Background: an optimization exercise with open tools, aiming at small area and a short achievable clock period. Do not read the settings as production practice. Function was checked by simulation only, so behaviour that the tests miss may differ from the original.

==> flow/design.v (outline; a module is shown in full before it is edited, if it fits) <==
// module add32: 3 lines
// module add32bk: 120 lines
// module rf_read: 18 lines
// module aoi222: 3 lines
// module mul_tree: 1363 lines
// module mfa: 4 lines
// module mha: 4 lines
// module RISC_V: 127 lines
module RISC_V #(parameter LENGTH = 32)(
    input clock,reset,
    input [LENGTH-1:0] HRDATA_Instr, HRDATA_Data,
    output MemWrite,
    output [LENGTH-1:0] RegisterFile_RD2_w, HADDR,
    output [LENGTH-1:0] programCounter_Output
    );
  // ...
==> flow/flow/run.sh <==
#!/bin/bash
set -euo pipefail
MARGIN=$(cat flow/margin.txt)
bash standard.sh synth > synth.log 2>&1
bash standard.sh SETUP_SLACK_MARGIN="$MARGIN" finish > layout.log 2>&1
==> flow/flow/margin.txt <==
7.5
==> flow/standard.sh <==
#!/bin/bash
# synth_recipe.tcl (not shown) runs the flow's synth.tcl, then flattens the netlist and writes it again
# the make line also repeats each setting of config.mk as NAME=value (left out here)
make -C /OpenROAD-flow-scripts/flow DESIGN_CONFIG=/design/flow/config.mk WORK_HOME=/design/flow/orfs CLKGATE_MAP_FILE= SYNTH_SCRIPT=/design/flow/synth_recipe.tcl "${@:-finish}"
==> flow/config.mk <==
export PLATFORM = sky130hd
export DESIGN_NAME = RISC_V
export DESIGN_NICKNAME = RISC_V
export VERILOG_FILES = /design/flow/design.v
export SDC_FILE = /design/flow/constraint.sdc
export NUM_CORES = 4
export LEC_CHECK = 0
export CAP_MARGIN = 20
export CORE_MARGIN = 2
export CORE_UTILIZATION = 40
export CTS_BUF_LIST = sky130_fd_sc_hd__clkbuf_8
export SETUP_SLACK_MARGIN = 0.6
export SLEW_MARGIN = 20
export SYNTH_HIERARCHICAL = 1
==> flow/constraint.sdc <==
create_clock -name core_clock -period 18.0 [get_ports {clock}]
set_input_delay 3.6000 -clock core_clock [delete_from_list [all_inputs] [get_ports {clock}]]
set_output_delay 3.6000 -clock core_clock [all_outputs]
set_load 0.01 [all_outputs]
==> flow_metrics.env, run 1 <==
export IMPL_antenna_found_initial=41
export IMPL_yosysUniqueCellTypes=95
export IMPL_start_util=0.4019
export IMPL_outcome="timing/DRC/antenna clean"
export IMPL_path_depth=18
export IMPL_grt_max_degree=67
export IMPL_io_buffers=162
export IMPL_post_cts_repair_setup_buffers=239
export IMPL_worstMarginPinSlew_ps=1242
export IMPL_synthTopCellsByArea="edfxtp_1 45%, a222oi_1 11%, fa_1 7.2%"
export IMPL_finalNetCount=6286
export IMPL_min_to="rf[2][19]"
export IMPL_setup_tns_ps=0
export IMPL_synth_edf_count=1024
export IMPL_place_gp_congestion=1.015
export IMPL_largest_class="multi-input combinational cells"
export IMPL_seq_share=0.3958
export IMPL_rr_endpoint="p_s[30]"
export IMPL_reg2reg_depth=38
export IMPL_met3_usage=0.1832
export IMPL_finalSetupViolCount=0
export IMPL_clock_skew_ps=75.29
export IMPL_die_h_um=416.2
export IMPL_min_period_over_period=0.6730
export IMPL_ff2ff_setup_slack_ps=6810
export IMPL_ys_seq_area_frac=0.4858
export IMPL_final_util=0.4933
export IMPL_hp_class="reg2reg"
export IMPL_hpwl_um=195700
export IMPL_final_nonclk_buf_share=0.09146
export IMPL_synth_top_area_frac=0.4525
export IMPL_cts_clk_slew_worst_paths_ps=60
==> module RISC_V, before the edit <==
module RISC_V #(parameter LENGTH = 32)(
    input clock,reset,
    input [LENGTH-1:0] HRDATA_Instr, HRDATA_Data,
    output MemWrite,
    output [LENGTH-1:0] RegisterFile_RD2_w, HADDR,
    output [LENGTH-1:0] programCounter_Output
    );
wire [31:0] ins = HRDATA_Instr;
wire [6:0] op = ins[6:0];
wire [2:0] f3 = ins[14:12];
wire [6:0] f7 = ins[31:25];
wire [4:0] rd  = ins[11:7];
wire [4:0] rs1 = ins[19:15];
wire [4:0] rs2 = ins[24:20];
wire is_r     = (op == 7'b0110011);
wire is_i     = (op == 7'b0010011);
wire is_auipc = (op == 7'b0010111);
wire is_ld    = (op == 7'b0000011);
wire is_st    = (op == 7'b0100011);
wire is_br    = (op == 7'b1100011);
wire is_jal   = (op == 7'b1101111);
wire is_jalr  = (op == 7'b1100111);
wire [31:0] immI = {{20{ins[31]}}, ins[31:20]};
wire [31:0] immS = {20'h0, ins[31:25], ins[11:7]};
wire [31:0] immB = {{19{ins[31]}}, ins[31], ins[7], ins[30:25], ins[11:8], 1'b0};
wire [31:0] immJ = {{11{ins[31]}}, ins[31], ins[19:12], ins[20], ins[30:21], 1'b0};
wire [31:0] immU = {ins[31:12], 12'h0};
reg [31:0] pc;
assign programCounter_Output = pc;
reg [31:0] p_s, p_c;      
reg        p_cin;
reg        p_slt;         
reg        p_rev;         
reg        p_we;
reg [4:0]  p_rd;
wire [31:0] p_sum;
add32bk u_fin (.a(p_s), .b(p_c), .ci(p_cin), .s(p_sum));
wire p_lt = (p_s[31] == p_c[31]) ? p_s[31] : p_sum[31];
wire [31:0] p_sum_r;
genvar gr;
generate for (gr = 0; gr < 32; gr = gr + 1) begin : g_rev
    assign p_sum_r[gr] = p_sum[31-gr];
end endgenerate
wire [31:0] w = p_slt ? {31'b0, p_lt} : p_rev ? p_sum_r : p_sum;
reg [31:0] rf [0:31];
wire [1023:0] rfq;
genvar gq;
generate for (gq = 0; gq < 32; gq = gq + 1) begin : g_q
    assign rfq[32*gq +: 32] = rf[gq];
end endgenerate
wire hit1 = p_we & (p_rd == rs1);
wire hit2 = p_we & (p_rd == rs2);
wire [31:0] rs1v, rs2v;
wire [31:0] pend = {31'b0, p_we} << p_rd;
rf_read u_rd1 (.q(rfq), .a(rs1), .w(w), .hit(hit1), .npend(~pend), .d(rs1v));
rf_read u_rd2 (.q(rfq), .a(rs2), .w(w), .hit(hit2), .npend(~pend), .d(rs2v));
assign RegisterFile_RD2_w = rs2v;
wire [31:0] w0 = w & {32{~reset}};
wire [31:0] w2 = (w & ~{32{reset}}) | (32'h7FFFEFFC & {32{reset}});
genvar gi;
generate for (gi = 0; gi < 32; gi = gi + 1) begin : g_rf
    always @(posedge clock)
        if (reset | pend[gi])
            rf[gi] <= (gi == 2) ? w2 : w0;
end endgenerate
wire [31:0] A = rs1v;
wire [31:0] B = is_r ? rs2v : immI;
wire is_mul = is_r & (f7 == 7'b0000001) & (f3 == 3'b000);
wire is_alu = is_r | is_i;
wire is_sll = (f3 == 3'b001);
wire is_srl = (f3 == 3'b101);
wire [31:0] rs1r;
generate for (gr = 0; gr < 32; gr = gr + 1) begin : g_rev1
    assign rs1r[gr] = rs1v[31-gr];
end endgenerate
wire big = is_srl & (|B[31:5]);
wire [31:0] oh = big ? 32'b0 : (32'b1 << B[4:0]);
wire [31:0] ma = is_srl ? rs1r : rs1v;
wire [31:0] mb = (is_sll | is_srl) ? oh : rs2v;
wire [31:0] mul_s, mul_c;
mul_tree u_mul (.a(ma), .b(mb), .s(mul_s), .c(mul_c));
reg [31:0] x, y;
reg cin, slt, rev;
always @* begin
    x = 32'b0; y = 32'b0; cin = 1'b0; slt = 1'b0; rev = 1'b0;
    if (is_alu) begin
        case (f3)
        3'b000: begin x = A; y = B; end
        3'b100: begin x = A; y = ~B; cin = 1'b1; end
        3'b111: x = A & B;
        3'b110: x = A | B;
        3'b001: begin x = mul_s; y = mul_c; end
        3'b101: begin x = mul_s; y = mul_c; rev = 1'b1; end
        default: begin x = A; y = ~B; cin = 1'b1; slt = 1'b1; end
        endcase
        if (is_mul) begin x = mul_s; y = mul_c; cin = 1'b0; end
    end else if (is_ld) begin
        x = HRDATA_Data;
    end else if (is_auipc) begin
        x = pc; y = immU;
    end else begin
        x = pc; y = 32'd4;
    end
end
wire we = is_alu | is_ld | is_auipc | is_jal | is_jalr;
always @(posedge clock) begin
    p_s   <= x;
    p_c   <= y;
    p_cin <= cin;
    p_slt <= slt;
    p_rev <= rev;
    p_rd  <= rd;
    p_we  <= we & ~reset;
end
wire [31:0] pcim;
wire [31:0] agu;
add32 u_agu (.a(rs1v), .b(is_st ? immS : immI), .s(agu));
wire eq = (rs1v == rs2v);
wire take = is_jal | (is_br & ((f3 == 3'b000) & eq | (f3 == 3'b001) & ~eq));
add32bk u_pcim (.a(pc), .b(is_jal ? immJ : take ? immB : 32'd4), .ci(1'b0), .s(pcim));
wire [31:0] npc = is_jalr ? agu : pcim;
always @(posedge clock, posedge reset)
    if (reset) pc <= 32'h00400000;
    else       pc <= npc;
assign HADDR = (is_ld | is_st) ? agu : pc;
assign MemWrite = is_st & ~reset;
endmodule
==> run 2, diff against run 1 <==
--- a/flow/design.v
+++ b/flow/design.v
@@ -1,10 +1,217 @@
-module add32 (input [31:0] a, input [31:0] b, output [31:0] s);
-assign s = a + b;
+module add32sk (input [31:0] a, input [31:0] b, output [31:0] s);
+wire [31:0] p, g;
+genvar i;
+generate for (i = 0; i < 32; i = i + 1) begin : g_pg
+    pg_ha u (.a(a[i]), .b(b[i]), .p(p[i]), .g(g[i]));
+end endgenerate
+wire G1;
+pg_g u1 (.g1(g[1]), .p1(p[1]), .g0(g[0]), .g(G1));
+wire G2, P2;
+pg_gp u2 (.g1(g[3]), .p1(p[3]), .g0(g[2]), .p0(p[2]), .g(G2), .p(P2));
+wire G3, P3;
+pg_gp u3 (.g1(g[5]), .p1(p[5]), .g0(g[4]), .p0(p[4]), .g(G3), .p(P3));
+wire G4, P4;
+pg_gp u4 (.g1(g[7]), .p1(p[7]), .g0(g[6]), .p0(p[6]), .g(G4), .p(P4));
+wire G5, P5;
+pg_gp u5 (.g1(g[9]), .p1(p[9]), .g0(g[8]), .p0(p[8]), .g(G5), .p(P5));
+wire G6, P6;
+pg_gp u6 (.g1(g[11]), .p1(p[11]), .g0(g[10]), .p0(p[10]), .g(G6), .p(P6));
+wire G7, P7;
+pg_gp u7 (.g1(g[13]), .p1(p[13]), .g0(g[12]), .p0(p[12]), .g(G7), .p(P7));
+wire G8, P8;
+pg_gp u8 (.g1(g[15]), .p1(p[15]), .g0(g[14]), .p0(p[14]), .g(G8), .p(P8));
+wire G9, P9;
+pg_gp u9 (.g1(g[17]), .p1(p[17]), .g0(g[16]), .p0(p[16]), .g(G9), .p(P9));
+wire G10, P10;
+pg_gp u10 (.g1(g[19]), .p1(p[19]), .g0(g[18]), .p0(p[18]), .g(G10), .p(P10));
+wire G11, P11;
+pg_gp u11 (.g1(g[21]), .p1(p[21]), .g0(g[20]), .p0(p[20]), .g(G11), .p(P11));
+wire G12, P12;
+pg_gp u12 (.g1(g[23]), .p1(p[23]), .g0(g[22]), .p0(p[22]), .g(G12), .p(P12));
+wire G13, P13;
+pg_gp u13 (.g1(g[25]), .p1(p[25]), .g0(g[24]), .p0(p[24]), .g(G13), .p(P13));
+wire G14, P14;
+pg_gp u14 (.g1(g[27]), .p1(p[27]), .g0(g[26]), .p0(p[26]), .g(G14), .p(P14));
+wire G15, P15;
+pg_gp u15 (.g1(g[29]), .p1(p[29]), .g0(g[28]), .p0(p[28]), .g(G15), .p(P15));
+wire G16, P16;
+pg_gp u16 (.g1(g[31]), .p1(p[31]), .g0(g[30]), .p0(p[30]), .g(G16), .p(P16));
+wire G17;
+pg_g u17 (.g1(g[2]), .p1(p[2]), .g0(G1), .g(G17));
+wire G18;
+pg_g u18 (.g1(G2), .p1(P2), .g0(G1), .g(G18));
+wire G19, P19;
+pg_gp u19 (.g1(g[6]), .p1(p[6]), .g0(G3), .p0(P3), .g(G19), .p(P19));
+wire G20, P20;
+pg_gp u20 (.g1(G4), .p1(P4), .g0(G3), .p0(P3), .g(G20), .p(P20));
+wire G21, P21;
+pg_gp u21 (.g1(g[10]), .p1(p[10]), .g0(G5), .p0(P5), .g(G21), .p(P21));
+wire G22, P22;
+pg_gp u22 (.g1(G6), .p1(P6), .g0(G5), .p0(P5), .g(G22), .p(P22));
+wire G23, P23;
+pg_gp u23 (.g1(g[14]), .p1(p[14]), .g0(G7), .p0(P7), .g(G23), .p(P23));
+wire G24, P24;
+pg_gp u24 (.g1(G8), .p1(P8), .g0(G7), .p0(P7), .g(G24), .p(P24));
+wire G25, P25;
+pg_gp u25 (.g1(g[18]), .p1(p[18]), .g0(G9), .p0(P9), .g(G25), .p(P25));
+wire G26, P26;
+pg_gp u26 (.g1(G10), .p1(P10), .g0(G9), .p0(P9), .g(G26), .p(P26));
+wire G27, P27;
+pg_gp u27 (.g1(g[22]), .p1(p[22]), .g0(G11), .p0(P11), .g(G27), .p(P27));
+wire G28, P28;
+pg_gp u28 (.g1(G12), .p1(P12), .g0(G11), .p0(P11), .g(G28), .p(P28));
+wire G29, P29;
+pg_gp u29 (.g1(g[26]), .p1(p[26]), .g0(G13), .p0(P13), .g(G29), .p(P29));
+wire G30, P30;
+pg_gp u30 (.g1(G14), .p1(P14), .g0(G13), .p0(P13), .g(G30), .p(P30));
+wire G31, P31;
+pg_gp u31 (.g1(g[30]), .p1(p[30]), .g0(G15), .p0(P15), .g(G31), .p(P31));
+wire G32, P32;
+pg_gp u32 (.g1(G16), .p1(P16), .g0(G15), .p0(P15), .g(G32), .p(P32));
+wire G33;
+pg_g u33 (.g1(g[4]), .p1(p[4]), .g0(G18), .g(G33));
+wire G34;
+pg_g u34 (.g1(G3), .p1(P3), .g0(G18), .g(G34));
+wire G35;
+pg_g u35 (.g1(G19), .p1(P19), .g0(G18), .g(G35));
+wire G36;
+pg_g u36 (.g1(G20), .p1(P20), .g0(G18), .g(G36));
+wire G37, P37;
+pg_gp u37 (.g1(g[12]), .p1(p[12]), .g0(G22), .p0(P22), .g(G37), .p(P37));
+wire G38, P38;
+pg_gp u38 (.g1(G7), .p1(P7), .g0(G22), .p0(P22), .g(G38), .p(P38));
+wire G39, P39;
+pg_gp u39 (.g1(G23), .p1(P23), .g0(G22), .p0(P22), .g(G39), .p(P39));
+wire G40, P40;
+pg_gp u40 (.g1(G24), .p1(P24), .g0(G22), .p0(P22), .g(G40), .p(P40));
+wire G41, P41;
+pg_gp u41 (.g1(g[20]), .p1(p[20]), .g0(G26), .p0(P26), .g(G41), .p(P41));
+wire G42, P42;
+pg_gp u42 (.g1(G11), .p1(P11), .g0(G26), .p0(P26), .g(G42), .p(P42));
+wire G43, P43;
+pg_gp u43 (.g1(G27), .p1(P27), .g0(G26), .p0(P26), .g(G43), .p(P43));
+wire G44, P44;
+pg_gp u44 (.g1(G28), .p1(P28), .g0(G26), .p0(P26), .g(G44), .p(P44));
+wire G45, P45;
+pg_gp u45 (.g1(g[28]), .p1(p[28]), .g0(G30), .p0(P30), .g(G45), .p(P45));
+wire G46, P46;
+pg_gp u46 (.g1(G15), .p1(P15), .g0(G30), .p0(P30), .g(G46), .p(P46));
+wire G47, P47;
+pg_gp u47 (.g1(G31), .p1(P31), .g0(G30), .p0(P30), .g(G47), .p(P47));
+wire G48, P48;
+pg_gp u48 (.g1(G32), .p1(P32), .g0(G30), .p0(P30), .g(G48), .p(P48));
+wire G49;
+pg_g u49 (.g1(g[8]), .p1(p[8]), .g0(G36), .g(G49));
+wire G50;
+pg_g u50 (.g1(G5), .p1(P5), .g0(G36), .g(G50));
+wire G51;
+pg_g u51 (.g1(G21), .p1(P21), .g0(G36), .g(G51));
+wire G52;
+pg_g u52 (.g1(G22), .p1(P22), .g0(G36), .g(G52));
+wire G53;
+pg_g u53 (.g1(G37), .p1(P37), .g0(G36), .g(G53));
+wire G54;
+pg_g u54 (.g1(G38), .p1(P38), .g0(G36), .g(G54));
+wire G55;
+pg_g u55 (.g1(G39), .p1(P39), .g0(G36), .g(G55));
+wire G56;
+pg_g u56 (.g1(G40), .p1(P40), .g0(G36), .g(G56));
+wire G57, P57;
+pg_gp u57 (.g1(g[24]), .p1(p[24]), .g0(G44), .p0(P44), .g(G57), .p(P57));
+wire G58, P58;
+pg_gp u58 (.g1(G13), .p1(P13), .g0(G44), .p0(P44), .g(G58), .p(P58));
+wire G59, P59;
+pg_gp u59 (.g1(G29), .p1(P29), .g0(G44), .p0(P44), .g(G59), .p(P59));
+wire G60, P60;
+pg_gp u60 (.g1(G30), .p1(P30), .g0(G44), .p0(P44), .g(G60), .p(P60));
+wire G61, P61;
+pg_gp u61 (.g1(G45), .p1(P45), .g0(G44), .p0(P44), .g(G61), .p(P61));
+wire G62, P62;
+pg_gp u62 (.g1(G46), .p1(P46), .g0(G44), .p0(P44), .g(G62), .p(P62));
+wire G63, P63;
+pg_gp u63 (.g1(G47), .p1(P47), .g0(G44), .p0(P44), .g(G63), .p(P63));
+wire G64, P64;
+pg_gp u64 (.g1(G48), .p1(P48), .g0(G44), .p0(P44), .g(G64), .p(P64));
+wire G65;
+pg_g u65 (.g1(g[16]), .p1(p[16]), .g0(G56), .g(G65));
+wire G66;
+pg_g u66 (.g1(G9), .p1(P9), .g0(G56), .g(G66));
+wire G67;
+pg_g u67 (.g1(G25), .p1(P25), .g0(G56), .g(G67));
+wire G68;
+pg_g u68 (.g1(G26), .p1(P26), .g0(G56), .g(G68));
+wire G69;
+pg_g u69 (.g1(G41), .p1(P41), .g0(G56), .g(G69));
+wire G70;
+pg_g u70 (.g1(G42), .p1(P42), .g0(G56), .g(G70));
+wire G71;
+pg_g u71 (.g1(G43), .p1(P43), .g0(G56), .g(G71));
+wire G72;
+pg_g u72 (.g1(G44), .p1(P44), .g0(G56), .g(G72));
+wire G73;
+pg_g u73 (.g1(G57), .p1(P57), .g0(G56), .g(G73));
+wire G74;
+pg_g u74 (.g1(G58), .p1(P58), .g0(G56), .g(G74));
+wire G75;
+pg_g u75 (.g1(G59), .p1(P59), .g0(G56), .g(G75));
+wire G76;
+pg_g u76 (.g1(G60), .p1(P60), .g0(G56), .g(G76));
+wire G77;
+pg_g u77 (.g1(G61), .p1(P61), .g0(G56), .g(G77));
+wire G78;
+pg_g u78 (.g1(G62), .p1(P62), .g0(G56), .g(G78));
+wire G79;
+pg_g u79 (.g1(G63), .p1(P63), .g0(G56), .g(G79));
+wire G80;
+pg_g u80 (.g1(G64), .p1(P64), .g0(G56), .g(G80));
+assign s[0] = p[0];
+assign s[1] = p[1] ^ g[0];
+assign s[2] = p[2] ^ G1;
+assign s[3] = p[3] ^ G17;
+assign s[4] = p[4] ^ G18;
+assign s[5] = p[5] ^ G33;
+assign s[6] = p[6] ^ G34;
+assign s[7] = p[7] ^ G35;
+assign s[8] = p[8] ^ G36;
+assign s[9] = p[9] ^ G49;
+assign s[10] = p[10] ^ G50;
+assign s[11] = p[11] ^ G51;
+assign s[12] = p[12] ^ G52;
+assign s[13] = p[13] ^ G53;
+assign s[14] = p[14] ^ G54;
+assign s[15] = p[15] ^ G55;
+assign s[16] = p[16] ^ G56;
+assign s[17] = p[17] ^ G65;
+assign s[18] = p[18] ^ G66;
+assign s[19] = p[19] ^ G67;
+assign s[20] = p[20] ^ G68;
+assign s[21] = p[21] ^ G69;
+assign s[22] = p[22] ^ G70;
+assign s[23] = p[23] ^ G71;
+assign s[24] = p[24] ^ G72;
+assign s[25] = p[25] ^ G73;
+assign s[26] = p[26] ^ G74;
+assign s[27] = p[27] ^ G75;
+assign s[28] = p[28] ^ G76;
+assign s[29] = p[29] ^ G77;
+assign s[30] = p[30] ^ G78;
+assign s[31] = p[31] ^ G79;
+endmodule
+module pg_ha (input a, input b, output p, output g);
+assign p = a ^ b;
+assign g = a & b;
+endmodule
+module pg_gp (input g1, input p1, input g0, input p0, output g, output p);
+assign g = g1 | (p1 & g0);
+assign p = p1 & p0;
+endmodule
+module pg_g (input g1, input p1, input g0, output g);
+assign g = g1 | (p1 & g0);
 endmodule
 module add32bk (input [31:0] a, input [31:0] b, input ci, output [31:0] s);
 wire [31:0] p = a ^ b;
 wire [31:0] g0 = a & b;
 wire gc0 = g0[0] | (p[0] & ci);
 wire G1 = g0[1] | (p[1] & gc0);
 wire G2 = g0[3] | (p[3] & g0[2]);
 wire P2 = p[3] & p[2];
@@ -137,17 +344,17 @@
                   .a3(v[3*g+2]), .b3(sel[3*g+2]), .y(n[g]));
     end
     assign d[j] = ~&n;
 end endgenerate
 endmodule
 module aoi222 (input a1, input b1, input a2, input b2, input a3, input b3, output y);
 assign y = ~((a1 & b1) | (a2 & b2) | (a3 & b3));
 endmodule
-module mul_tree (input [31:0] a, input [31:0] b, output [31:0] s, output [31:0] c);
+module mul_tree (input [31:0] a, input [31:0] b, input sh, input [4:0] n, output [31:0] s, output [31:0] c);
 wire pp0_0;
 wire pp0_1;
 wire pp0_2;
 wire pp0_3;
 wire pp0_4;
 wire pp0_5;
 wire pp0_6;
 wire pp0_7;
@@ -875,19 +1082,20 @@
 wire c458;
 wire s459;
 wire c460;
 wire s461;
 wire c462;
 wire s463;
 wire c464;
 wire s465;
-wire one0 = b[0] ^ 1'b0;
-wire two0 = (b[1] & ~b[0] & ~1'b0) | (~b[1] & b[0] & 1'b0);
-wire neg0 = b[1];
+wire hn0 = (n[4:1] == 4'd0);
+wire one0 = sh ? (hn0 & ~n[0]) : (b[0] ^ 1'b0);
+wire two0 = sh ? (hn0 & n[0]) : ((b[1] & ~b[0] & ~1'b0) | (~b[1] & b[0] & 1'b0));
+wire neg0 = ~sh & b[1];
 assign pp0_0 = ((one0 & a[0]) | (two0 & 1'b0)) ^ neg0;
 assign pp0_1 = ((one0 & a[1]) | (two0 & a[0])) ^ neg0;
 assign pp0_2 = ((one0 & a[2]) | (two0 & a[1])) ^ neg0;
 assign pp0_3 = ((one0 & a[3]) | (two0 & a[2])) ^ neg0;
 assign pp0_4 = ((one0 & a[4]) | (two0 & a[3])) ^ neg0;
 assign pp0_5 = ((one0 & a[5]) | (two0 & a[4])) ^ neg0;
 assign pp0_6 = ((one0 & a[6]) | (two0 & a[5])) ^ neg0;
 assign pp0_7 = ((one0 & a[7]) | (two0 & a[6])) ^ neg0;
@@ -910,19 +1118,20 @@
 assign pp0_24 = ((one0 & a[24]) | (two0 & a[23])) ^ neg0;
 assign pp0_25 = ((one0 & a[25]) | (two0 & a[24])) ^ neg0;
 assign pp0_26 = ((one0 & a[26]) | (two0 & a[25])) ^ neg0;
 assign pp0_27 = ((one0 & a[27]) | (two0 & a[26])) ^ neg0;
 assign pp0_28 = ((one0 & a[28]) | (two0 & a[27])) ^ neg0;
 assign pp0_29 = ((one0 & a[29]) | (two0 & a[28])) ^ neg0;
 assign pp0_30 = ((one0 & a[30]) | (two0 & a[29])) ^ neg0;
 assign pp0_31 = ((one0 & a[31]) | (two0 & a[30])) ^ neg0;
-wire one1 = b[2] ^ b[1];
-wire two1 = (b[3] & ~b[2] & ~b[1]) | (~b[3] & b[2] & b[1]);
-wire neg1 = b[3];
+wire hn1 = (n[4:1] == 4'd1);
+wire one1 = sh ? (hn1 & ~n[0]) : (b[2] ^ b[1]);
+wire two1 = sh ? (hn1 & n[0]) : ((b[3] & ~b[2] & ~b[1]) | (~b[3] & b[2] & b[1]));
+wire neg1 = ~sh & b[3];
 assign pp1_0 = ((one1 & a[0]) | (two1 & 1'b0)) ^ neg1;
 assign pp1_1 = ((one1 & a[1]) | (two1 & a[0])) ^ neg1;
 assign pp1_2 = ((one1 & a[2]) | (two1 & a[1])) ^ neg1;
 assign pp1_3 = ((one1 & a[3]) | (two1 & a[2])) ^ neg1;
 assign pp1_4 = ((one1 & a[4]) | (two1 & a[3])) ^ neg1;
 assign pp1_5 = ((one1 & a[5]) | (two1 & a[4])) ^ neg1;
 assign pp1_6 = ((one1 & a[6]) | (two1 & a[5])) ^ neg1;
 assign pp1_7 = ((one1 & a[7]) | (two1 & a[6])) ^ neg1;
@@ -943,19 +1152,20 @@
 assign pp1_22 = ((one1 & a[22]) | (two1 & a[21])) ^ neg1;
 assign pp1_23 = ((one1 & a[23]) | (two1 & a[22])) ^ neg1;
 assign pp1_24 = ((one1 & a[24]) | (two1 & a[23])) ^ neg1;
 assign pp1_25 = ((one1 & a[25]) | (two1 & a[24])) ^ neg1;
 assign pp1_26 = ((one1 & a[26]) | (two1 & a[25])) ^ neg1;
 assign pp1_27 = ((one1 & a[27]) | (two1 & a[26])) ^ neg1;
 assign pp1_28 = ((one1 & a[28]) | (two1 & a[27])) ^ neg1;
 assign pp1_29 = ((one1 & a[29]) | (two1 & a[28])) ^ neg1;
-wire one2 = b[4] ^ b[3];
-wire two2 = (b[5] & ~b[4] & ~b[3]) | (~b[5] & b[4] & b[3]);
-wire neg2 = b[5];
+wire hn2 = (n[4:1] == 4'd2);
+wire one2 = sh ? (hn2 & ~n[0]) : (b[4] ^ b[3]);
+wire two2 = sh ? (hn2 & n[0]) : ((b[5] & ~b[4] & ~b[3]) | (~b[5] & b[4] & b[3]));
+wire neg2 = ~sh & b[5];
 assign pp2_0 = ((one2 & a[0]) | (two2 & 1'b0)) ^ neg2;
 assign pp2_1 = ((one2 & a[1]) | (two2 & a[0])) ^ neg2;
 assign pp2_2 = ((one2 & a[2]) | (two2 & a[1])) ^ neg2;
 assign pp2_3 = ((one2 & a[3]) | (two2 & a[2])) ^ neg2;
 assign pp2_4 = ((one2 & a[4]) | (two2 & a[3])) ^ neg2;
 assign pp2_5 = ((one2 & a[5]) | (two2 & a[4])) ^ neg2;
 assign pp2_6 = ((one2 & a[6]) | (two2 & a[5])) ^ neg2;
 assign pp2_7 = ((one2 & a[7]) | (two2 & a[6])) ^ neg2;
@@ -974,19 +1184,20 @@
 assign pp2_20 = ((one2 & a[20]) | (two2 & a[19])) ^ neg2;
 assign pp2_21 = ((one2 & a[21]) | (two2 & a[20])) ^ neg2;
 assign pp2_22 = ((one2 & a[22]) | (two2 & a[21])) ^ neg2;
 assign pp2_23 = ((one2 & a[23]) | (two2 & a[22])) ^ neg2;
 assign pp2_24 = ((one2 & a[24]) | (two2 & a[23])) ^ neg2;
 assign pp2_25 = ((one2 & a[25]) | (two2 & a[24])) ^ neg2;
 assign pp2_26 = ((one2 & a[26]) | (two2 & a[25])) ^ neg2;
 assign pp2_27 = ((one2 & a[27]) | (two2 & a[26])) ^ neg2;
-wire one3 = b[6] ^ b[5];
-wire two3 = (b[7] & ~b[6] & ~b[5]) | (~b[7] & b[6] & b[5]);
-wire neg3 = b[7];
+wire hn3 = (n[4:1] == 4'd3);
+wire one3 = sh ? (hn3 & ~n[0]) : (b[6] ^ b[5]);
+wire two3 = sh ? (hn3 & n[0]) : ((b[7] & ~b[6] & ~b[5]) | (~b[7] & b[6] & b[5]));
+wire neg3 = ~sh & b[7];
 assign pp3_0 = ((one3 & a[0]) | (two3 & 1'b0)) ^ neg3;
 assign pp3_1 = ((one3 & a[1]) | (two3 & a[0])) ^ neg3;
 assign pp3_2 = ((one3 & a[2]) | (two3 & a[1])) ^ neg3;
 assign pp3_3 = ((one3 & a[3]) | (two3 & a[2])) ^ neg3;
 assign pp3_4 = ((one3 & a[4]) | (two3 & a[3])) ^ neg3;
 assign pp3_5 = ((one3 & a[5]) | (two3 & a[4])) ^ neg3;
 assign pp3_6 = ((one3 & a[6]) | (two3 & a[5])) ^ neg3;
 assign pp3_7 = ((one3 & a[7]) | (two3 & a[6])) ^ neg3;
@@ -1003,19 +1214,20 @@
 assign pp3_18 = ((one3 & a[18]) | (two3 & a[17])) ^ neg3;
 assign pp3_19 = ((one3 & a[19]) | (two3 & a[18])) ^ neg3;
 assign pp3_20 = ((one3 & a[20]) | (two3 & a[19])) ^ neg3;
 assign pp3_21 = ((one3 & a[21]) | (two3 & a[20])) ^ neg3;
 assign pp3_22 = ((one3 & a[22]) | (two3 & a[21])) ^ neg3;
 assign pp3_23 = ((one3 & a[23]) | (two3 & a[22])) ^ neg3;
 assign pp3_24 = ((one3 & a[24]) | (two3 & a[23])) ^ neg3;
 assign pp3_25 = ((one3 & a[25]) | (two3 & a[24])) ^ neg3;
-wire one4 = b[8] ^ b[7];
-wire two4 = (b[9] & ~b[8] & ~b[7]) | (~b[9] & b[8] & b[7]);
-wire neg4 = b[9];
+wire hn4 = (n[4:1] == 4'd4);
+wire one4 = sh ? (hn4 & ~n[0]) : (b[8] ^ b[7]);
+wire two4 = sh ? (hn4 & n[0]) : ((b[9] & ~b[8] & ~b[7]) | (~b[9] & b[8] & b[7]));
+wire neg4 = ~sh & b[9];
 assign pp4_0 = ((one4 & a[0]) | (two4 & 1'b0)) ^ neg4;
 assign pp4_1 = ((one4 & a[1]) | (two4 & a[0])) ^ neg4;
 assign pp4_2 = ((one4 & a[2]) | (two4 & a[1])) ^ neg4;
 assign pp4_3 = ((one4 & a[3]) | (two4 & a[2])) ^ neg4;
 assign pp4_4 = ((one4 & a[4]) | (two4 & a[3])) ^ neg4;
 assign pp4_5 = ((one4 & a[5]) | (two4 & a[4])) ^ neg4;
 assign pp4_6 = ((one4 & a[6]) | (two4 & a[5])) ^ neg4;
 assign pp4_7 = ((one4 & a[7]) | (two4 & a[6])) ^ neg4;
@@ -1030,19 +1242,20 @@
 assign pp4_16 = ((one4 & a[16]) | (two4 & a[15])) ^ neg4;
 assign pp4_17 = ((one4 & a[17]) | (two4 & a[16])) ^ neg4;
 assign pp4_18 = ((one4 & a[18]) | (two4 & a[17])) ^ neg4;
 assign pp4_19 = ((one4 & a[19]) | (two4 & a[18])) ^ neg4;
 assign pp4_20 = ((one4 & a[20]) | (two4 & a[19])) ^ neg4;
 assign pp4_21 = ((one4 & a[21]) | (two4 & a[20])) ^ neg4;
 assign pp4_22 = ((one4 & a[22]) | (two4 & a[21])) ^ neg4;
 assign pp4_23 = ((one4 & a[23]) | (two4 & a[22])) ^ neg4;
-wire one5 = b[10] ^ b[9];
-wire two5 = (b[11] & ~b[10] & ~b[9]) | (~b[11] & b[10] & b[9]);
-wire neg5 = b[11];
+wire hn5 = (n[4:1] == 4'd5);
+wire one5 = sh ? (hn5 & ~n[0]) : (b[10] ^ b[9]);
+wire two5 = sh ? (hn5 & n[0]) : ((b[11] & ~b[10] & ~b[9]) | (~b[11] & b[10] & b[9]));
+wire neg5 = ~sh & b[11];
 assign pp5_0 = ((one5 & a[0]) | (two5 & 1'b0)) ^ neg5;
 assign pp5_1 = ((one5 & a[1]) | (two5 & a[0])) ^ neg5;
 assign pp5_2 = ((one5 & a[2]) | (two5 & a[1])) ^ neg5;
 assign pp5_3 = ((one5 & a[3]) | (two5 & a[2])) ^ neg5;
 assign pp5_4 = ((one5 & a[4]) | (two5 & a[3])) ^ neg5;
 assign pp5_5 = ((one5 & a[5]) | (two5 & a[4])) ^ neg5;
 assign pp5_6 = ((one5 & a[6]) | (two5 & a[5])) ^ neg5;
 assign pp5_7 = ((one5 & a[7]) | (two5 & a[6])) ^ neg5;
@@ -1055,19 +1268,20 @@
 assign pp5_14 = ((one5 & a[14]) | (two5 & a[13])) ^ neg5;
 assign pp5_15 = ((one5 & a[15]) | (two5 & a[14])) ^ neg5;
 assign pp5_16 = ((one5 & a[16]) | (two5 & a[15])) ^ neg5;
 assign pp5_17 = ((one5 & a[17]) | (two5 & a[16])) ^ neg5;
 assign pp5_18 = ((one5 & a[18]) | (two5 & a[17])) ^ neg5;
 assign pp5_19 = ((one5 & a[19]) | (two5 & a[18])) ^ neg5;
 assign pp5_20 = ((one5 & a[20]) | (two5 & a[19])) ^ neg5;
 assign pp5_21 = ((one5 & a[21]) | (two5 & a[20])) ^ neg5;
-wire one6 = b[12] ^ b[11];
-wire two6 = (b[13] & ~b[12] & ~b[11]) | (~b[13] & b[12] & b[11]);
-wire neg6 = b[13];
+wire hn6 = (n[4:1] == 4'd6);
+wire one6 = sh ? (hn6 & ~n[0]) : (b[12] ^ b[11]);
+wire two6 = sh ? (hn6 & n[0]) : ((b[13] & ~b[12] & ~b[11]) | (~b[13] & b[12] & b[11]));
+wire neg6 = ~sh & b[13];
 assign pp6_0 = ((one6 & a[0]) | (two6 & 1'b0)) ^ neg6;
 assign pp6_1 = ((one6 & a[1]) | (two6 & a[0])) ^ neg6;
 assign pp6_2 = ((one6 & a[2]) | (two6 & a[1])) ^ neg6;
 assign pp6_3 = ((one6 & a[3]) | (two6 & a[2])) ^ neg6;
 assign pp6_4 = ((one6 & a[4]) | (two6 & a[3])) ^ neg6;
 assign pp6_5 = ((one6 & a[5]) | (two6 & a[4])) ^ neg6;
 assign pp6_6 = ((one6 & a[6]) | (two6 & a[5])) ^ neg6;
 assign pp6_7 = ((one6 & a[7]) | (two6 & a[6])) ^ neg6;
@@ -1078,19 +1292,20 @@
 assign pp6_12 = ((one6 & a[12]) | (two6 & a[11])) ^ neg6;
 assign pp6_13 = ((one6 & a[13]) | (two6 & a[12])) ^ neg6;
 assign pp6_14 = ((one6 & a[14]) | (two6 & a[13])) ^ neg6;
 assign pp6_15 = ((one6 & a[15]) | (two6 & a[14])) ^ neg6;
 assign pp6_16 = ((one6 & a[16]) | (two6 & a[15])) ^ neg6;
 assign pp6_17 = ((one6 & a[17]) | (two6 & a[16])) ^ neg6;
 assign pp6_18 = ((one6 & a[18]) | (two6 & a[17])) ^ neg6;
 assign pp6_19 = ((one6 & a[19]) | (two6 & a[18])) ^ neg6;
-wire one7 = b[14] ^ b[13];
-wire two7 = (b[15] & ~b[14] & ~b[13]) | (~b[15] & b[14] & b[13]);
-wire neg7 = b[15];
+wire hn7 = (n[4:1] == 4'd7);
+wire one7 = sh ? (hn7 & ~n[0]) : (b[14] ^ b[13]);
+wire two7 = sh ? (hn7 & n[0]) : ((b[15] & ~b[14] & ~b[13]) | (~b[15] & b[14] & b[13]));
+wire neg7 = ~sh & b[15];
 assign pp7_0 = ((one7 & a[0]) | (two7 & 1'b0)) ^ neg7;
 assign pp7_1 = ((one7 & a[1]) | (two7 & a[0])) ^ neg7;
 assign pp7_2 = ((one7 & a[2]) | (two7 & a[1])) ^ neg7;
 assign pp7_3 = ((one7 & a[3]) | (two7 & a[2])) ^ neg7;
 assign pp7_4 = ((one7 & a[4]) | (two7 & a[3])) ^ neg7;
 assign pp7_5 = ((one7 & a[5]) | (two7 & a[4])) ^ neg7;
 assign pp7_6 = ((one7 & a[6]) | (two7 & a[5])) ^ neg7;
 assign pp7_7 = ((one7 & a[7]) | (two7 & a[6])) ^ neg7;
@@ -1099,110 +1314,118 @@
 assign pp7_10 = ((one7 & a[10]) | (two7 & a[9])) ^ neg7;
 assign pp7_11 = ((one7 & a[11]) | (two7 & a[10])) ^ neg7;
 assign pp7_12 = ((one7 & a[12]) | (two7 & a[11])) ^ neg7;
 assign pp7_13 = ((one7 & a[13]) | (two7 & a[12])) ^ neg7;
 assign pp7_14 = ((one7 & a[14]) | (two7 & a[13])) ^ neg7;
 assign pp7_15 = ((one7 & a[15]) | (two7 & a[14])) ^ neg7;
 assign pp7_16 = ((one7 & a[16]) | (two7 & a[15])) ^ neg7;
 assign pp7_17 = ((one7 & a[17]) | (two7 & a[16])) ^ neg7;
-wire one8 = b[16] ^ b[15];
-wire two8 = (b[17] & ~b[16] & ~b[15]) | (~b[17] & b[16] & b[15]);
-wire neg8 = b[17];
+wire hn8 = (n[4:1] == 4'd8);
+wire one8 = sh ? (hn8 & ~n[0]) : (b[16] ^ b[15]);
+wire two8 = sh ? (hn8 & n[0]) : ((b[17] & ~b[16] & ~b[15]) | (~b[17] & b[16] & b[15]));
+wire neg8 = ~sh & b[17];
 assign pp8_0 = ((one8 & a[0]) | (two8 & 1'b0)) ^ neg8;
 assign pp8_1 = ((one8 & a[1]) | (two8 & a[0])) ^ neg8;
 assign pp8_2 = ((one8 & a[2]) | (two8 & a[1])) ^ neg8;
 assign pp8_3 = ((one8 & a[3]) | (two8 & a[2])) ^ neg8;
 assign pp8_4 = ((one8 & a[4]) | (two8 & a[3])) ^ neg8;
 assign pp8_5 = ((one8 & a[5]) | (two8 & a[4])) ^ neg8;
 assign pp8_6 = ((one8 & a[6]) | (two8 & a[5])) ^ neg8;
 assign pp8_7 = ((one8 & a[7]) | (two8 & a[6])) ^ neg8;
 assign pp8_8 = ((one8 & a[8]) | (two8 & a[7])) ^ neg8;
 assign pp8_9 = ((one8 & a[9]) | (two8 & a[8])) ^ neg8;
 assign pp8_10 = ((one8 & a[10]) | (two8 & a[9])) ^ neg8;
 assign pp8_11 = ((one8 & a[11]) | (two8 & a[10])) ^ neg8;
 assign pp8_12 = ((one8 & a[12]) | (two8 & a[11])) ^ neg8;
 assign pp8_13 = ((one8 & a[13]) | (two8 & a[12])) ^ neg8;
 assign pp8_14 = ((one8 & a[14]) | (two8 & a[13])) ^ neg8;
 assign pp8_15 = ((one8 & a[15]) | (two8 & a[14])) ^ neg8;
-wire one9 = b[18] ^ b[17];
-wire two9 = (b[19] & ~b[18] & ~b[17]) | (~b[19] & b[18] & b[17]);
-wire neg9 = b[19];
+wire hn9 = (n[4:1] == 4'd9);
+wire one9 = sh ? (hn9 & ~n[0]) : (b[18] ^ b[17]);
+wire two9 = sh ? (hn9 & n[0]) : ((b[19] & ~b[18] & ~b[17]) | (~b[19] & b[18] & b[17]));
+wire neg9 = ~sh & b[19];
 assign pp9_0 = ((one9 & a[0]) | (two9 & 1'b0)) ^ neg9;
 assign pp9_1 = ((one9 & a[1]) | (two9 & a[0])) ^ neg9;
 assign pp9_2 = ((one9 & a[2]) | (two9 & a[1])) ^ neg9;
 assign pp9_3 = ((one9 & a[3]) | (two9 & a[2])) ^ neg9;
 assign pp9_4 = ((one9 & a[4]) | (two9 & a[3])) ^ neg9;
 assign pp9_5 = ((one9 & a[5]) | (two9 & a[4])) ^ neg9;
 assign pp9_6 = ((one9 & a[6]) | (two9 & a[5])) ^ neg9;
 assign pp9_7 = ((one9 & a[7]) | (two9 & a[6])) ^ neg9;
 assign pp9_8 = ((one9 & a[8]) | (two9 & a[7])) ^ neg9;
 assign pp9_9 = ((one9 & a[9]) | (two9 & a[8])) ^ neg9;
 assign pp9_10 = ((one9 & a[10]) | (two9 & a[9])) ^ neg9;
 assign pp9_11 = ((one9 & a[11]) | (two9 & a[10])) ^ neg9;
 assign pp9_12 = ((one9 & a[12]) | (two9 & a[11])) ^ neg9;
 assign pp9_13 = ((one9 & a[13]) | (two9 & a[12])) ^ neg9;
-wire one10 = b[20] ^ b[19];
-wire two10 = (b[21] & ~b[20] & ~b[19]) | (~b[21] & b[20] & b[19]);
-wire neg10 = b[21];
+wire hn10 = (n[4:1] == 4'd10);
+wire one10 = sh ? (hn10 & ~n[0]) : (b[20] ^ b[19]);
+wire two10 = sh ? (hn10 & n[0]) : ((b[21] & ~b[20] & ~b[19]) | (~b[21] & b[20] & b[19]));
+wire neg10 = ~sh & b[21];
 assign pp10_0 = ((one10 & a[0]) | (two10 & 1'b0)) ^ neg10;
 assign pp10_1 = ((one10 & a[1]) | (two10 & a[0])) ^ neg10;
 assign pp10_2 = ((one10 & a[2]) | (two10 & a[1])) ^ neg10;
 assign pp10_3 = ((one10 & a[3]) | (two10 & a[2])) ^ neg10;
 assign pp10_4 = ((one10 & a[4]) | (two10 & a[3])) ^ neg10;
 assign pp10_5 = ((one10 & a[5]) | (two10 & a[4])) ^ neg10;
 assign pp10_6 = ((one10 & a[6]) | (two10 & a[5])) ^ neg10;
 assign pp10_7 = ((one10 & a[7]) | (two10 & a[6])) ^ neg10;
 assign pp10_8 = ((one10 & a[8]) | (two10 & a[7])) ^ neg10;
 assign pp10_9 = ((one10 & a[9]) | (two10 & a[8])) ^ neg10;
 assign pp10_10 = ((one10 & a[10]) | (two10 & a[9])) ^ neg10;
 assign pp10_11 = ((one10 & a[11]) | (two10 & a[10])) ^ neg10;
-wire one11 = b[22] ^ b[21];
-wire two11 = (b[23] & ~b[22] & ~b[21]) | (~b[23] & b[22] & b[21]);
-wire neg11 = b[23];
+wire hn11 = (n[4:1] == 4'd11);
+wire one11 = sh ? (hn11 & ~n[0]) : (b[22] ^ b[21]);
+wire two11 = sh ? (hn11 & n[0]) : ((b[23] & ~b[22] & ~b[21]) | (~b[23] & b[22] & b[21]));
+wire neg11 = ~sh & b[23];
 assign pp11_0 = ((one11 & a[0]) | (two11 & 1'b0)) ^ neg11;
 assign pp11_1 = ((one11 & a[1]) | (two11 & a[0])) ^ neg11;
 assign pp11_2 = ((one11 & a[2]) | (two11 & a[1])) ^ neg11;
 assign pp11_3 = ((one11 & a[3]) | (two11 & a[2])) ^ neg11;
 assign pp11_4 = ((one11 & a[4]) | (two11 & a[3])) ^ neg11;
 assign pp11_5 = ((one11 & a[5]) | (two11 & a[4])) ^ neg11;
 assign pp11_6 = ((one11 & a[6]) | (two11 & a[5])) ^ neg11;
 assign pp11_7 = ((one11 & a[7]) | (two11 & a[6])) ^ neg11;
 assign pp11_8 = ((one11 & a[8]) | (two11 & a[7])) ^ neg11;
 assign pp11_9 = ((one11 & a[9]) | (two11 & a[8])) ^ neg11;
-wire one12 = b[24] ^ b[23];
-wire two12 = (b[25] & ~b[24] & ~b[23]) | (~b[25] & b[24] & b[23]);
-wire neg12 = b[25];
+wire hn12 = (n[4:1] == 4'd12);
+wire one12 = sh ? (hn12 & ~n[0]) : (b[24] ^ b[23]);
+wire two12 = sh ? (hn12 & n[0]) : ((b[25] & ~b[24] & ~b[23]) | (~b[25] & b[24] & b[23]));
+wire neg12 = ~sh & b[25];
 assign pp12_0 = ((one12 & a[0]) | (two12 & 1'b0)) ^ neg12;
 assign pp12_1 = ((one12 & a[1]) | (two12 & a[0])) ^ neg12;
 assign pp12_2 = ((one12 & a[2]) | (two12 & a[1])) ^ neg12;
 assign pp12_3 = ((one12 & a[3]) | (two12 & a[2])) ^ neg12;
 assign pp12_4 = ((one12 & a[4]) | (two12 & a[3])) ^ neg12;
 assign pp12_5 = ((one12 & a[5]) | (two12 & a[4])) ^ neg12;
 assign pp12_6 = ((one12 & a[6]) | (two12 & a[5])) ^ neg12;
 assign pp12_7 = ((one12 & a[7]) | (two12 & a[6])) ^ neg12;
-wire one13 = b[26] ^ b[25];
-wire two13 = (b[27] & ~b[26] & ~b[25]) | (~b[27] & b[26] & b[25]);
-wire neg13 = b[27];
+wire hn13 = (n[4:1] == 4'd13);
+wire one13 = sh ? (hn13 & ~n[0]) : (b[26] ^ b[25]);
+wire two13 = sh ? (hn13 & n[0]) : ((b[27] & ~b[26] & ~b[25]) | (~b[27] & b[26] & b[25]));
+wire neg13 = ~sh & b[27];
 assign pp13_0 = ((one13 & a[0]) | (two13 & 1'b0)) ^ neg13;
 assign pp13_1 = ((one13 & a[1]) | (two13 & a[0])) ^ neg13;
 assign pp13_2 = ((one13 & a[2]) | (two13 & a[1])) ^ neg13;
 assign pp13_3 = ((one13 & a[3]) | (two13 & a[2])) ^ neg13;
 assign pp13_4 = ((one13 & a[4]) | (two13 & a[3])) ^ neg13;
 assign pp13_5 = ((one13 & a[5]) | (two13 & a[4])) ^ neg13;
-wire one14 = b[28] ^ b[27];
-wire two14 = (b[29] & ~b[28] & ~b[27]) | (~b[29] & b[28] & b[27]);
-wire neg14 = b[29];
+wire hn14 = (n[4:1] == 4'd14);
+wire one14 = sh ? (hn14 & ~n[0]) : (b[28] ^ b[27]);
+wire two14 = sh ? (hn14 & n[0]) : ((b[29] & ~b[28] & ~b[27]) | (~b[29] & b[28] & b[27]));
+wire neg14 = ~sh & b[29];
 assign pp14_0 = ((one14 & a[0]) | (two14 & 1'b0)) ^ neg14;
 assign pp14_1 = ((one14 & a[1]) | (two14 & a[0])) ^ neg14;
 assign pp14_2 = ((one14 & a[2]) | (two14 & a[1])) ^ neg14;
 assign pp14_3 = ((one14 & a[3]) | (two14 & a[2])) ^ neg14;
-wire one15 = b[30] ^ b[29];
-wire two15 = (b[31] & ~b[30] & ~b[29]) | (~b[31] & b[30] & b[29]);
-wire neg15 = b[31];
+wire hn15 = (n[4:1] == 4'd15);
+wire one15 = sh ? (hn15 & ~n[0]) : (b[30] ^ b[29]);
+wire two15 = sh ? (hn15 & n[0]) : ((b[31] & ~b[30] & ~b[29]) | (~b[31] & b[30] & b[29]));
+wire neg15 = ~sh & b[31];
 assign pp15_0 = ((one15 & a[0]) | (two15 & 1'b0)) ^ neg15;
 assign pp15_1 = ((one15 & a[1]) | (two15 & a[0])) ^ neg15;
 mha h2 (.a(pp0_24), .b(pp1_22), .s(s1), .co(c2));
 mha h4 (.a(pp0_25), .b(pp1_23), .s(s3), .co(c4));
 mfa f6 (.a(pp0_26), .b(pp1_24), .c(pp2_22), .s(s5), .co(c6));
 mha h8 (.a(pp3_20), .b(pp4_18), .s(s7), .co(c8));
 mfa f10 (.a(pp0_27), .b(pp1_25), .c(pp2_23), .s(s9), .co(c10));
 mha h12 (.a(pp3_21), .b(pp4_19), .s(s11), .co(c12));
@@ -1540,28 +1763,29 @@
 wire [31:0] immB = {{19{ins[31]}}, ins[31], ins[7], ins[30:25], ins[11:8], 1'b0};
 wire [31:0] immJ = {{11{ins[31]}}, ins[31], ins[19:12], ins[20], ins[30:21], 1'b0};
 wire [31:0] immU = {ins[31:12], 12'h0};
 reg [31:0] pc;
 assign programCounter_Output = pc;
 reg [31:0] p_s, p_c;      
 reg        p_cin;
 reg        p_slt;         
+reg        p_zero;        
 reg        p_rev;         
 reg        p_we;
 reg [4:0]  p_rd;
 wire [31:0] p_sum;
 add32bk u_fin (.a(p_s), .b(p_c), .ci(p_cin), .s(p_sum));
 wire p_lt = (p_s[31] == p_c[31]) ? p_s[31] : p_sum[31];
 wire [31:0] p_sum_r;
 genvar gr;
 generate for (gr = 0; gr < 32; gr = gr + 1) begin : g_rev
     assign p_sum_r[gr] = p_sum[31-gr];
 end endgenerate
-wire [31:0] w = p_slt ? {31'b0, p_lt} : p_rev ? p_sum_r : p_sum;
+wire [31:0] w = p_zero ? 32'b0 : p_slt ? {31'b0, p_lt} : p_rev ? p_sum_r : p_sum;
 reg [31:0] rf [0:31];
 wire [1023:0] rfq;
 genvar gq;
 generate for (gq = 0; gq < 32; gq = gq + 1) begin : g_q
     assign rfq[32*gq +: 32] = rf[gq];
 end endgenerate
 wire hit1 = p_we & (p_rd == rs1);
 wire hit2 = p_we & (p_rd == rs2);
@@ -1583,22 +1807,20 @@
 wire is_mul = is_r & (f7 == 7'b0000001) & (f3 == 3'b000);
 wire is_alu = is_r | is_i;
 wire is_sll = (f3 == 3'b001);
 wire is_srl = (f3 == 3'b101);
 wire [31:0] rs1r;
 generate for (gr = 0; gr < 32; gr = gr + 1) begin : g_rev1
     assign rs1r[gr] = rs1v[31-gr];
 end endgenerate
-wire big = is_srl & (|B[31:5]);
-wire [31:0] oh = big ? 32'b0 : (32'b1 << B[4:0]);
+wire big = is_alu & is_srl & (|B[31:5]);
 wire [31:0] ma = is_srl ? rs1r : rs1v;
-wire [31:0] mb = (is_sll | is_srl) ? oh : rs2v;
 wire [31:0] mul_s, mul_c;
-mul_tree u_mul (.a(ma), .b(mb), .s(mul_s), .c(mul_c));
+mul_tree u_mul (.a(ma), .b(rs2v), .sh(is_sll | is_srl), .n(B[4:0]), .s(mul_s), .c(mul_c));
 reg [31:0] x, y;
 reg cin, slt, rev;
 always @* begin
     x = 32'b0; y = 32'b0; cin = 1'b0; slt = 1'b0; rev = 1'b0;
     if (is_alu) begin
         case (f3)
         3'b000: begin x = A; y = B; end
         3'b100: begin x = A; y = ~B; cin = 1'b1; end
@@ -1618,23 +1840,24 @@
     end
 end
 wire we = is_alu | is_ld | is_auipc | is_jal | is_jalr;
 always @(posedge clock) begin
     p_s   <= x;
     p_c   <= y;
     p_cin <= cin;
     p_slt <= slt;
+    p_zero <= big;
     p_rev <= rev;
     p_rd  <= rd;
     p_we  <= we & ~reset;
 end
 wire [31:0] pcim;
 wire [31:0] agu;
-add32 u_agu (.a(rs1v), .b(is_st ? immS : immI), .s(agu));
+add32sk u_agu (.a(rs1v), .b(is_st ? immS : immI), .s(agu));
 wire eq = (rs1v == rs2v);
 wire take = is_jal | (is_br & ((f3 == 3'b000) & eq | (f3 == 3'b001) & ~eq));
 add32bk u_pcim (.a(pc), .b(is_jal ? immJ : take ? immB : 32'd4), .ci(1'b0), .s(pcim));
 wire [31:0] npc = is_jalr ? agu : pcim;
 always @(posedge clock, posedge reset)
     if (reset) pc <= 32'h00400000;
     else       pc <= npc;
 assign HADDR = (is_ld | is_st) ? agu : pc;
==> flow/flow/run.sh (replaced) <==
#!/bin/bash
# Own layout flow: the standard synthesis and layout steps, with the port
# buffers that placement inserts made plain buffers (buf_2) instead of the
# delay cells buffer_ports picks by default. Each step's log is under
# orfs/logs; the two make runs log to synth.log and layout.log here.
set -euo pipefail
bash standard.sh synth > synth.log 2>&1
bash standard.sh "BUFFER_PORTS_ARGS=-buffer_cell sky130_fd_sc_hd__buf_2" finish > layout.log 2>&1
==> flow/config.mk (replaced) <==
export PLATFORM = sky130hd
export DESIGN_NAME = RISC_V
export DESIGN_NICKNAME = RISC_V
export VERILOG_FILES = /design/flow/design.v
export SDC_FILE = /design/flow/constraint.sdc
export NUM_CORES = 4
export LEC_CHECK = 0
export CAP_MARGIN = 20
export CORE_MARGIN = 2
export CORE_UTILIZATION = 40
export CTS_BUF_LIST = sky130_fd_sc_hd__clkbuf_8
export SETUP_SLACK_MARGIN = 5
export SLEW_MARGIN = 20
export SYNTH_HIERARCHICAL = 1
removed: flow/flow/margin.txt
==> run 2 against run 1 <==
- still clean
- wire length is 16% lower
- first-iteration DRC count is 21% lower
- sequential share of layout area is 7.2 points higher
- non-clock buffer count is 368 lower
- final cell count is 12% lower
- critical endpoint is now HADDR[19]
==> flow_metrics.env, run 2 <==
export IMPL_largest_reg_flops=1024
export IMPL_core_rowCount=146
export IMPL_cts_clk_slew_worst_paths_ps=70
export IMPL_syn_inst=4782
export IMPL_synth_area_leader_cell="edfxtp_1"
export IMPL_worstHoldStart="pc[21]"
export IMPL_grt_first_pass_wirelength_um=389200
export IMPL_min_to="p_s[21]"
export IMPL_place_inst=6894
export IMPL_grt_use_total=0.3388
export IMPL_required_ps=14400
export IMPL_layout_cells_non_filler=7226
export IMPL_grt_pass1_vias=49410
export IMPL_drc=0
export IMPL_regMostFlops="rf"
export IMPL_finalSetupViolCount=0
export IMPL_drtPass1Iterations=15
export IMPL_drt_wl_total_um=282900
export IMPL_outcome="timing/DRC/antenna clean"
export IMPL_final_cell_mix="1,024 x edfxtp_1, 704 x a222oi_1, 303 x xnor2_1"
export IMPL_end_kind="output pin"
export IMPL_clock_sinks=1130
export IMPL_start_util=0.4022
export IMPL_cts_buffers=182
export IMPL_io_pin_count=163
export IMPL_finalNetCount=5435
export IMPL_synth_compound_area_frac=0.1941
export IMPL_cap_violations=0
export IMPL_synth_flop_cell="edfxtp_1"
export IMPL_max_slew_margin=0.1734
export IMPL_yosys_cell_count_top_type="edfxtp_1"
export IMPL_r2r_start="p_s[0]"
export IMPL_syn2layout_area_growth_pct=11.04
export IMPL_hp_class="reg2reg"
export IMPL_place_gp_congestion=1.012
export IMPL_pre_cts_slack_ps=5410
export IMPL_io_buffers=162
export IMPL_cts_tree="built"
export IMPL_yosys_top_cells_count="1,024 x edfxtp_1, 704 x a222oi_1, 303 x xnor2_1, 279 x a22oi_1, 244 x fa_1"
export IMPL_setup_tns_ps=0
export IMPL_regArea_sq_mm=0.03303
export IMPL_die_h_um=402.8
export IMPL_clock_skew_ps=98.36
export IMPL_avgSynthCellArea_sq_um=13.31
export IMPL_hpwl_um=184200
export IMPL_ys_ff_latch=1130
export IMPL_ys_seq_area_frac=0.5192
export IMPL_synth_top_area_frac=0.4833
export IMPL_finalCriticalPeriod_ps=12840
export IMPL_first_iter_violations=12160
export IMPL_yosysUniqueCellTypes=83
export IMPL_crit_fanout=16
export IMPL_synthMuxAreaShare=0.02922
export IMPL_hold_viol=0
export IMPL_htreeDepth=4
export IMPL_wl_per_cell_um=39.15
export IMPL_drive_above_1_share=0.1628
export IMPL_syn_cell_area_sq_mm=0.06363
export IMPL_startpoint_type="register"
export IMPL_antenna_found_initial=33
export IMPL_multi_input_area_sq_mm=0.02916
export IMPL_min_path_cells=2
export IMPL_synth_xor_area_frac=0.05431
export IMPL_ant_nets=0
export IMPL_wl_met3_um=39460
export IMPL_critPathArrivalTime_ps=9240
export IMPL_ff2ff_setup_slack_ps=6330
export IMPL_cts_buffer_depth=3
export IMPL_rr_endpoint="p_s[31]"
export IMPL_highest_layer="met5"
export IMPL_hold_ws_ps=659.1
export IMPL_vias=51900
export IMPL_fin_ws_ps=5158
export IMPL_cts_hold_buf=0
export IMPL_layout_commonest_cell="edfxtp_1"
export IMPL_min_period_over_period=0.7134
export IMPL_crit_type="reg2out"
export IMPL_synth_top_family_by_area="compound AO/OA/AOI/OAI gates"
export IMPL_yosysWarnings=8
export IMPL_coreArea_sq_mm=0.1582
export IMPL_synthSimpleGateAreaFrac=0.07400
export IMPL_synth_adder_area_share=0.09994
export IMPL_chipWidth_um=402.8
export IMPL_fmax_mhz=77.87
export IMPL_reg2reg_depth=31
export IMPL_rsz0062_at_grt="true"
export IMPL_synth_edf_count=1024
export IMPL_slew_violations=0
export IMPL_async_reset_ff_frac=0.02832
export IMPL_insertion_delay_ps=940
export IMPL_synthTopCellsByArea="edfxtp_1 48%, a222oi_1 11%, fa_1 7.7%"
export IMPL_fillerInstances=14480
export IMPL_worstMarginPinSlew_ps=1240
export IMPL_met1Wirelength_um=98980
export IMPL_met2_length_um=120700
export IMPL_grt_max_degree=72
export IMPL_dieArea_sq_mm=0.1623
export IMPL_grt_ovfl_total=0
export IMPL_viasPerCell=7.182
export IMPL_cts_root_buf="clkbuf_8"
==> run 2: changes by cell type after synthesis, moves of 48 or more <==
cell      change
a221oi_1     -88
o21ai_0      -95
nand2_1      -81
a221oi_2     -90
a21oi_1     -173
nor2_1       -53
buf_2        -48
xnor2_1     +249
a22oi_1     +268
mux2_2      -118
==> run 2: logic make-up (layout without fill, tap and decap cells) <==
logic type	count (synthesis)	after routing
compound gates	1470	1470
buf+inv	377	735
mux	173	173
flops	1130	1130
xor+xnor	393	393
fa+ha+maj	362	362
simple gates	875	875
other cells	2	16
==> run 2: metal layers <==
layer / global-route usage / vias up
met5: 0 / -
met2: 0.4998 / 4422
met4: 0.2342 / 22
met3: 0.1163 / 900
met1: 0.4174 / 25930
li1: - / 20630
==> run 2: worst max-delay path by stage <==
stage / to / from / slack (ps) / cells after the start
2_1_floorplan: HADDR[22] / HRDATA_Instr[16] / 7290 / 13
3_3_place_gp: p_s[31] / HRDATA_Instr[21] / 5470 / 22
3_5_place_dp: p_s[31] / HRDATA_Instr[20] / 5410 / 23
4_1_cts: HADDR[19] / p_s[0] / 5260 / 24
5_1_grt: HADDR[19] / p_s[0] / 4990 / 24
6_report: HADDR[19] / p_s[0] / 5160 / 24
==> run 2: per-stage QoR <==
| step | util | instance area, sq um |
|---|---|---|
| floorplan | - | 63630 |
| global placement | 0.4246 | 67170 |
| detailed placement | 0.4248 | 67210 |
| CTS | 0.4460 | 70550 |
| global route | 0.4465 | 70630 |
| finish | 0.4466 | 70650 |
==> run 2: timing repair <==
| action | in CTS | in global routing |
|---|---|---|
| setup endpoints to repair | 0 | 16 |
| gates resized for setup | 0 | 3 |
| buffers inserted | 0 | 0 |
==> run 2: critical path, stage by stage (launching register included) <==
cell and delay (ps):
dfxtp_1 310, inv_1 50, fa_1 430, fa_1 430
nand2b_1 180, a21oi_1 300, o21ai_1 180, a211oi_2 300
o31ai_2 150, fa_1 400, xnor2_1 170, mux2i_2 680
nor2_1 430, a222oi_1 500, nand4_1 400, or3_1 790
ha_1 490, and2_1 160, and2_1 130, a21o_1 340
a21o_1 530, a21o_1 200, xor2_1 370, mux2_2 280
buf_2 130
==> run 2: layout make-up <==
cell class              instances  share of cell area
well taps                    2072             0.03669
clock inverters               132             0.01130
repair buffers                340             0.03103
inverters                      78            0.004179
diodes                         13           0.0004604
multi-input cells            3276              0.4127
clock buffers                 185             0.03604
flip-flops and latches       1130              0.4676
==> run 2: Yosys stat by module, one instance, submodules excluded <==
| module | cells | flip-flops and latches |
|---|---|---|
| pg_ha | 1 | 0 |
| add32sk | 32 | 0 |
| mul_tree | 879 | 0 |
| pg_gp | 2 | 0 |
| add32bk | 152 | 0 |
| mha | 1 | 0 |
| pg_g | 1 | 0 |
| mfa | 1 | 0 |
| rf_read | 172 | 0 |
| RISC_V | 2128 | 1130 |
| aoi222 | 1 | 0 |
==> run 3, diff against run 2 <==
==> flow/flow/run.sh (replaced) <==
#!/bin/bash
# Own layout flow: the standard synthesis and layout steps, with the port
# buffers that placement inserts made plain buffers (buf_2) instead of the
# delay cells buffer_ports picks by default, and timing repair aimed at the
# setup margin in flow/margin.txt (the SDC and clock period are unchanged).
# Each step's log is under orfs/logs; the two make runs log to synth.log and
# layout.log here.
set -euo pipefail
MARGIN=$(cat flow/margin.txt)
bash standard.sh synth > synth.log 2>&1
bash standard.sh "BUFFER_PORTS_ARGS=-buffer_cell sky130_fd_sc_hd__buf_2" SETUP_SLACK_MARGIN="$MARGIN" finish > layout.log 2>&1
==> flow/flow/margin.txt (new file) <==
6
==> run 3 against run 2 <==
- still clean on timing, DRC and antenna
- design area grew 0.51%
- die area did not move
- largest cell class unchanged
==> flow_metrics.env, run 3 <==
export IMPL_finish_instance_area_sq_mm=0.07101
export IMPL_path_depth=16
export IMPL_cts_hold_buf=0
export IMPL_outcome="timing/DRC/antenna clean"
export IMPL_avgSynthCellArea_sq_um=13.31
export IMPL_largest_reg_flops=1024
export IMPL_grt_max_degree=72
export IMPL_drive_above_1_share=0.1728
export IMPL_met2_length_um=121200
export IMPL_required_ps=14400
export IMPL_drc=0
export IMPL_insertion_delay_ps=950
export IMPL_cts_clk_slew_worst_paths_ps=70
export IMPL_max_stage_delay_ps=840
export IMPL_ys_seq_area_frac=0.5192
export IMPL_cts_buffer_depth=3
export IMPL_finalNetCount=5440
export IMPL_yosys_cell_count_top_type="edfxtp_1"
export IMPL_clock_skew_ps=90.66
export IMPL_max_slew_margin=0.1595
export IMPL_viasPerCell=7.162
export IMPL_crit_path_start="HRDATA_Instr[19]"
export IMPL_fmax_mhz=83.00
export IMPL_synth_top_area_frac=0.4833
export IMPL_worstHoldStart="pc[21]"
export IMPL_cts_buffers=182
export IMPL_die_h_um=402.8
export IMPL_grt_first_pass_wirelength_um=389100
export IMPL_worstMarginPinSlew_ps=1259
export IMPL_min_period_over_period=0.6693
export IMPL_place_area_sq_mm=0.06721
export IMPL_syn2layout_area_growth_pct=11.60
export IMPL_wl_met3_um=39310
export IMPL_slowest_stage="or3_2"
export IMPL_place_gp_congestion=1.012
export IMPL_crit_end="HADDR[31]"
export IMPL_critical_path_buf_inv_count=3
export IMPL_synth_flop_cell="edfxtp_1"
export IMPL_end_kind="output pin"
export IMPL_rr_endpoint="p_s[31]"
export IMPL_yosysWarnings=8
export IMPL_grt_ovfl_total=0
export IMPL_crit_fanout=32
export IMPL_regMostFlops="rf"
export IMPL_io_pin_count=163
export IMPL_dieArea_sq_mm=0.1623
export IMPL_finalSetupViolCount=0
export IMPL_wl_per_cell_um=39.16
-- run 3: worst reg2reg max path, delay by kind of cell, from the launching register on --
kind / cells / cell delay [ps]
flops: 1 / 310
simple gates: 6 / 1790
buf+inv: 2 / 320
fa+ha+maj: 10 / 4740
xor+xnor: 2 / 360
compound gates: 12 / 3610
mux: 1 / 420
-- run 3: per-layer routing --
metal | up-vias | global-route usage
met2 | 4311 | 0.4969
met1 | 25960 | 0.4194
met3 | 885 | 0.1170
li1 | 20630 | -
met4 | 16 | 0.2348
met5 | - | 0
-- run 3: metrics by stage --
stage | hold WS [ps] | worst slack (ps) | cells
4_1_cts | 668.6 | 6006 | 7213
2_1_floorplan | 582.1 | 7289 | 4783
5_1_grt | 708.4 | 5999 | 7221
3_5_place_dp | 663.0 | 5410 | 6894
6_report | 660.4 | 5952 | 7233
3_3_place_gp | 650.4 | 5469 | 6893
-- run 3: cells by family after synthesis --
logic type | Yosys count | synth area share
compound gates | 1470 | 0.1941
other cells | 2 | 0.0001180
simple gates | 875 | 0.07400
xor+xnor | 393 | 0.05431
fa+ha+maj | 362 | 0.09993
mux | 173 | 0.02922
buf+inv | 377 | 0.02916
flops | 1130 | 0.5192
-- run 3: worst min path at each step --
stage	end	cells past startpoint
2_1_floorplan	p_s[13]	2
3_3_place_gp	p_s[21]	2
3_5_place_dp	p_s[21]	2
4_1_cts	p_s[21]	2
5_1_grt	p_s[21]	2
6_report	p_s[21]	2
-- run 3: area by class of cell --
| cell class | count | area, sq um |
|---|---|---|
| Inverter | 78 | 295.3 |
| Multi-Input combinational cell | 3276 | 29430 |
| Clock inverter | 132 | 798.3 |
| Antenna cell | 15 | 37.54 |
| Timing Repair Buffer | 345 | 2271 |
| Tap cell | 2072 | 2592 |
| Fill cell | 14460 | 87190 |
| Sequential cell | 1130 | 33030 |
| Clock buffer | 185 | 2546 |
-- run 3: timing repair --
item | in CTS | in global routing
buffers inserted | 2 | 3
setup endpoints to repair | 20 | 24
pin swaps | 5 | 16
resized for setup | 32 | 40
-- run 3: modules after synthesis (local to each module, per instance) --
| module | times used | cell area, sq um | flops+latches | cells inside |
|---|---|---|---|---|
| rf_read | 2 | 1061 | 0 | 172 |
| pg_gp | 45 | 13.76 | 0 | 2 |
| aoi222 | 704 | 10.01 | 0 | 1 |
| pg_g | 30 | 7.507 | 0 | 1 |
| RISC_V | 1 | 39290 | 1130 | 2128 |
| mha | 29 | 12.51 | 0 | 1 |
| mul_tree | 1 | 6440 | 0 | 879 |
| add32sk | 1 | 279.0 | 0 | 32 |
| mfa | 210 | 20.02 | 0 | 1 |
| pg_ha | 32 | 12.51 | 0 | 1 |
| add32bk | 2 | 1318 | 0 | 152 |

==> afterwards: timing with drivers on the ports <==
No port has a modelled driver above. Below, the same layouts with a new extraction and two added sets of constraints. Step 1 (the two cells are an assumption about what drives the block):
set clk [get_ports {clock}]
set_driving_cell -lib_cell sky130_fd_sc_hd__clkbuf_16 $clk
set_driving_cell -lib_cell sky130_fd_sc_hd__buf_2 [delete_from_list [all_inputs] $clk]
Step 2 also shifts input and output timing later by t, the mid clock arrival at the registers, as if the neighbouring blocks saw the same clock. a / b / c = ideal / step 1 / step 2; a / b = the first two.
| run | t, ns | slack for setup (ns) | hold slack, ns | worst setup path at the end |
|---|---|---|---|---|
| run 1 | 1.018 | 5.887 / 5.819 / 5.769 | 0.784 / 0.784 / 0.784 | input to register |
| run 2 | 0.968 | 5.158 / 5.080 / 5.206 | 0.659 / 0.659 / 0.659 | input to output |
| run 3 | 0.984 | 5.952 / 5.894 / 5.194 | 0.660 / 0.660 / 0.660 | input to register |
After both steps setup and hold are still met in every run listed. The setup slack of run 3, which loses most, moves by -0.058 ns with the drivers and by -0.758 ns with both steps.
